What follows belongs to an exercise in optimizing a design on an open flow for small area; a production flow would make more cautious choices. In this exercise RTL edits were held to simulation tests only and were not proved equivalent to the original. Power and IR drop assume default switching activity.

job 8578:
==> flow/design.v (excerpt) <==
module arkanoid_audio
(
	input                clk_48m,
	input                reset,       
	input          [9:0] sound_raw,   
	input                pause,
	input                vol_boost,
	output signed [15:0] sound
);
Size: ~310 cells after synthesis, ~98 flip-flops, about 30 I/O pins, ~4000 um^2 of cells after synthesis.
clock: 20.0 ns
lec_check: 0
cap_margin: 20
core_margin: 2
core_utilization: 40
slew_margin: 20
run.sh (not shown) runs the stock make flow with config.mk's settings and CLKGATE_MAP_FILE= SYNTH_SCRIPT=/design/flow/synth_recipe.tcl, a recipe that flattens the netlist after the stock synthesis.
Job 8578 finished all stages; the layout is clean.
--- input diff job 8578..job 274 ---
- ABC_AREA: unset -> 1
Results
Job 8578 has lower final worst clock skew than job 274.
Going from job 8578 to job 274, detailed-route vias per instance dropped 6.5%; maximum vdd drop now sits lower; combined area of all synthesized cells went down about 1.4%; multi-input logic portion of the cell area dropped 4.9 points; post-route total power fell by 3.9%.
Measured against each other, job 274 and job 8578 differ in final area, the higher figure coming from job 8578.
After detailed routing, job 8578 needs less wire than job 274.
Against job 8578, job 274 comes in 0.41 points higher on layout-stage area growth over the synthesis result.
Fraction of synthesized cell area in xor and xnor cells (higher): job 8578
Inputs modified between job 274 and job 7772:
- PLACE_DENSITY newly set to 0.75
- CORE_UTILIZATION changed from 40 to 70
==> flow/flow/run.sh (new file) <==
#!/bin/bash
# Standard ORFS layout with smaller port buffers and no CTS dummy loads.
set -euo pipefail
cd "$(dirname "${BASH_SOURCE[0]}")/.."
export BUFFER_PORTS_ARGS="-buffer_cell sky130_fd_sc_hd__buf_1"
export CTS_ARGS="-sink_clustering_enable -repair_clock_nets -dont_use_dummy_load"
bash standard.sh finish > flow_standard.log 2>&1
==> flow/standard.sh (new file) <==
#!/bin/bash
# synth_recipe.tcl (not shown) runs the flow's synth.tcl, then flattens the netlist and writes it again
# the make line also repeats each setting of config.mk as NAME=value (left out here)
make -C /OpenROAD-flow-scripts/flow DESIGN_CONFIG=/design/flow/config.mk WORK_HOME=/design/flow/orfs CLKGATE_MAP_FILE= SYNTH_SCRIPT=/design/flow/synth_recipe.tcl "${@:-finish}"
removed: flow/run.sh
==> summary.txt <==
- Area overhead of the layout relative to synthesis is lower on job 7772
- Going from job 274 to job 7772, non-filler instance count after layout down about 12%; final critical-path setup slack up 0.71 ns; count of inserted antenna diode cells flat.
- Total power (job 7772 over job 274): decrease, 7.7%
- Of job 7772 and job 274, the lower number of cells on the critical path belongs to job 7772.
- First-iteration DRC count (job 7772 vs. job 274) increases by more than 100%
- Job 7772 and job 274 ended up with nearly the same residual antenna-violating net count after detailed routing.
Here is what was changed in the inputs of job 798 compared with job 7772.
- changing PLACE_DENSITY from 0.75 to 0.8
- changing CORE_UTILIZATION from 70 to 75
==> flow/run.sh (new file) <==
#!/bin/bash
# synth_recipe.tcl (not shown) runs the flow's synth.tcl, then flattens the netlist and writes it again
# the make line also repeats each setting of config.mk as NAME=value (left out here)
make -C /OpenROAD-flow-scripts/flow DESIGN_CONFIG=/design/flow/config.mk WORK_HOME=/design/flow/orfs CLKGATE_MAP_FILE= SYNTH_SCRIPT=/design/flow/synth_recipe.tcl finish
removed: flow/flow/run.sh
removed: flow/standard.sh
==> comparison <==
- | x dimension of the die | job 798 vs job 7772 | 3.2% lower |
- Re hold violation total from the final report: no difference whatsoever between job 7772 and job 798.
- Summary of job 798 over job 7772: final instance area higher, utilization up 10 points.
- Sort job 798 and job 7772 by global-route wire length before repair desc -> top: job 798
- Summary of job 798 over job 7772: fraction of met3 tracks used by global routing moved up, cell count moved up.
- Count of filler cells inserted in the layout is higher on job 7772
- Against job 7772, routed wire length in job 798 came out worse.

---

The RTL this note starts from:
==> flow/design.v <==
module arkanoid_audio
(
	input                clk_48m,
	input                reset,       
	input          [9:0] sound_raw,   
	input                pause,
	input                vol_boost,
	output signed [15:0] sound
);
reg [8:0] div;
always @(posedge clk_48m) begin
	if(!reset)
		div <= 9'd0;
	else
		div <= div + 9'd1;
end
wire [7:0] t8 = div[7:0];
wire [3:0] mi = t8[3:0];           
wire [3:0] mk = t8[7:4];           
wire dw    = ~div[8] & (t8 >= 8'd1) & (t8 <= 8'd21);    
wire cw    = (t8 >= 8'd1) & (t8 <= 8'd12);              
wire mw    = t8[7] | t8[6];                             
wire j0    = (t8 == 8'd1);
wire jlt10 = (t8 >= 8'd1) & (t8 <= 8'd10);
wire jle10 = (t8 >= 8'd1) & (t8 <= 8'd11);
wire lpf_edge = (t8 == 8'd255);
reg vB;
always @(posedge clk_48m) begin
	if(!reset)
		vB <= 1'b0;
	else if(div == 9'd511)
		vB <= 1'b1;
end
wire vA = vB | div[8];
reg [31:0] er;      
reg [14:0] ar;      
reg [15:0] X;       
reg [14:0] S;       
reg        bsl;     
reg [10:0] y;       
reg  [2:0] dc;      
reg        mc;      
reg        cc;      
reg        sc;      
wire eE = er[10] & vB;                
wire eR = eE & jlt10;
wire ee = er[0] & vB & jlt10;         
wire eq = er[20] & vB & jle10;        
wire es = S[0] & jlt10;               
wire [2:0] dcin = j0 ? 3'd2 : dc;
wire [3:0] dsum = eE + eR + !ee + es + !eq + dcin;
always @(posedge clk_48m) begin
	dc <= dsum[3:1];
	er[30:10] <= er[31:11];
	er[8:0] <= er[9:1];
	er[9] <= dw ? dsum[0] : er[10];
	er[31] <= (dw & jlt10) ? eE : er[0];
end
wire cs = ar[0] & jlt10;
wire cq = er[20] & jle10;
wire ccin = j0 | cc;
wire xbit = cs ^ !cq ^ ccin;
wire Xo = X[0] & vB;
wire scin = !j0 & sc;
wire sbit = xbit ^ Xo ^ scin;
always @(posedge clk_48m) begin
	cc <= (cs & !cq) | (cs & ccin) | (!cq & ccin);
	sc <= (xbit & Xo) | (xbit & scin) | (Xo & scin);
	X <= {cw ? xbit : X[0], X[15:1]};
	S[14] <= cw ? sbit : S[0];
	S[13:10] <= S[14:11];
	S[9:0] <= (div == 9'd0) ? sound_raw : S[10:1];
	if(mi == 4'd15)
		bsl <= S[13];
end
reg yb;
always @(*) begin
	case(mk)
		4'd4:  yb = y[0];
		4'd5:  yb = y[1];
		4'd6:  yb = y[2];
		4'd7:  yb = y[3];
		4'd8:  yb = y[4];
		4'd9:  yb = y[5];
		4'd10: yb = y[6];
		4'd11: yb = y[7];
		4'd12: yb = y[8];
		4'd13: yb = y[9];
		default: yb = y[10];
	endcase
end
wire mg = vA & mw;
wire bs = bsl & mg;
wire by = yb & mg;
wire last = (mk == 4'd15);        
wire [15:0] cpos = (bs ? 16'd7278 : 16'd0) + (by ? 16'd18211 : 16'd0);
wire opb = cpos[mi] ^ last;
wire ma = ar[0];
wire mcin = (mi == 4'd0) ? last : mc;
wire msum = ma ^ opb ^ mcin;
wire ain = mw & ((mi == 4'd0) ? mc : msum);
always @(posedge clk_48m) begin
	mc <= (ma & opb) | (ma & mcin) | (opb & mcin);
	ar[14] <= ain;
	ar[13:12] <= ar[14:13];
	ar[11] <= !lpf_edge & ar[12];
	ar[10:1] <= lpf_edge ? sound_raw : ar[11:2];
	ar[0] <= ar[1];
	if(lpf_edge)
		y <= ar[14:4];
end
wire en = vA & !pause;
assign sound = !en ? 16'd0 : vol_boost ? {y, 5'd0} : {y[10], y, 4'd0};
endmodule
export LEC_CHECK = 0
export ABC_AREA = 1
export CAP_MARGIN = 20
export CORE_MARGIN = 2
export CORE_UTILIZATION = 70
export PLACE_DENSITY = 0.75
export SLEW_MARGIN = 20
create_clock -name core_clock -period 20.0 [get_ports {clk_48m}]
standard.sh (not shown) runs the stock make flow with config.mk's settings and CLKGATE_MAP_FILE= SYNTH_SCRIPT=/design/flow/synth_recipe.tcl, a recipe that flattens the netlist after the stock synthesis.
==> flow/flow/run.sh <==
#!/bin/bash
set -euo pipefail
cd "$(dirname "${BASH_SOURCE[0]}")/.."
export BUFFER_PORTS_ARGS="-buffer_cell sky130_fd_sc_hd__buf_1"
export CTS_ARGS="-sink_clustering_enable -repair_clock_nets -dont_use_dummy_load -sink_clustering_size 30 -sink_clustering_max_diameter 100 -buf_list sky130_fd_sc_hd__clkbuf_8"
bash standard.sh finish > flow_standard.log 2>&1
Edit:
==> flow/flow/run.sh (replaced) <==
#!/bin/bash
# Own layout flow: the standard ORFS flow (standard.sh) with three changes:
#  - synthesis without the full-adder extraction step and with the ABC area
#    script in flow/abc_area.script (registers are untouched by both);
#  - port buffers are sky130_fd_sc_hd__buf_1;
#  - CTS without dummy loads.
# The make output goes to flow_standard.log, each ORFS step to orfs/logs/.
set -euo pipefail
cd "$(dirname "${BASH_SOURCE[0]}")/.."
rm -rf scripts_custom
cp -r "$FLOW_HOME/scripts" scripts_custom
cp flow/abc_area.script scripts_custom/abc_area.script
export BUFFER_PORTS_ARGS="-buffer_cell sky130_fd_sc_hd__buf_1"
export CTS_ARGS="-sink_clustering_enable -repair_clock_nets -dont_use_dummy_load"
bash standard.sh "SCRIPTS_DIR=$PWD/scripts_custom" "ADDER_MAP_FILE=" finish > flow_standard.log 2>&1
==> flow/flow/abc_area.script (new file) <==
strash
&get -n
&deepsyn -T 30
&dch -f
&nf -R 1000 -p
&put
topo
dnsize -c
Effect: Die area came out lower by roughly a tenth; wire length came out lower by about a fifth; via count came out lower by about a fifth; worst setup slack loses 0.17 ns; critical path depth does not change; global-route usage came out lower by 1.6 points.
Edit:
==> flow/flow/run.sh (replaced) <==
#!/bin/bash
# Standard ORFS layout with smaller port buffers and no CTS dummy loads.
set -euo pipefail
cd "$(dirname "${BASH_SOURCE[0]}")/.."
export BUFFER_PORTS_ARGS="-buffer_cell sky130_fd_sc_hd__buf_1"
export CTS_ARGS="-sink_clustering_enable -repair_clock_nets -dont_use_dummy_load"
bash standard.sh finish > flow_standard.log 2>&1
removed: flow/flow/abc_area.script
Total power climbs by a few percent.
Synthesized cell count climbs by well over a third.
Utilization climbs by 1.0 points.
Global-route usage climbs by 1.6 points.
Synthesized area climbs by roughly a tenth.
Fmax climbs slightly.
Count of clock-buffer cells in the layout stays the same.
Sequential power hardly moves.
Cell count climbs by a quarter to a third.
Critical path depth does not change.
Register-to-register slack got worse by 0.64 ns.
Edit:
==> flow/flow/run.sh (replaced) <==
#!/bin/bash
set -euo pipefail
cd "$(dirname "${BASH_SOURCE[0]}")/.."
export BUFFER_PORTS_ARGS="-buffer_cell sky130_fd_sc_hd__buf_1"
export CTS_ARGS="-sink_clustering_enable -repair_clock_nets -dont_use_dummy_load -sink_clustering_size 10 -sink_clustering_max_diameter 40 -root_buf sky130_fd_sc_hd__clkbuf_8 -buf_list sky130_fd_sc_hd__clkbuf_4"
bash standard.sh finish > flow_standard.log 2>&1
=>
- The changed run produced a clean layout
- area after synthesis is unchanged
- synthesized cell count is unchanged
- via count does not change
- count of clock-buffer cells in the layout does not change
- register-to-register slack is about the same
- worst setup slack stays the same
- first-iteration DRC count does not change
- critical path depth does not change
- routed wire length is unchanged
- final cell count is unchanged

==> what the ideal ports hide <==
No port has a modelled driver above. Below, the same layouts with a new extraction and two added sets of constraints. Step 1, drivers: a clkbuf_16 drives clk_48m and a buf_2 each remaining input, both assumed. Step 2 adds t to the input delays and takes it off the output delays; t is the mean of the earliest and latest rising clock arrival at the registers after step 1. Input paths then give back, and output paths get back, about the clock's delay inside the block. a / b / c = no drivers / after step 1 / after step 2; a / b = the first two.
run	shift t [ns]	slack for setup (ns)	slew at the worst register clock pin (ns)	cell pins on the clock port's net
job 8578	0.378	10.325 / 10.302 / 10.302	0.09 / 0.09	1
job 274	0.388	10.209 / 10.184 / 10.184	0.10 / 0.10	1
job 7772	0.373	10.917 / 10.891 / 10.891	0.11 / 0.11	1
job 798	0.387	10.199 / 10.173 / 10.173	0.10 / 0.10	1
the first run of note 2	0.380	10.863 / 10.837 / 10.837	0.10 / 0.10	1
the second run of note 2	0.368	10.695 / 10.674 / 10.674	0.09 / 0.09	1
the third run of note 2	0.380	10.863 / 10.837 / 10.837	0.10 / 0.10	1
the fourth run of note 2	0.380	10.863 / 10.837 / 10.837	0.10 / 0.10	1
After both steps setup and hold are still met in every run listed.
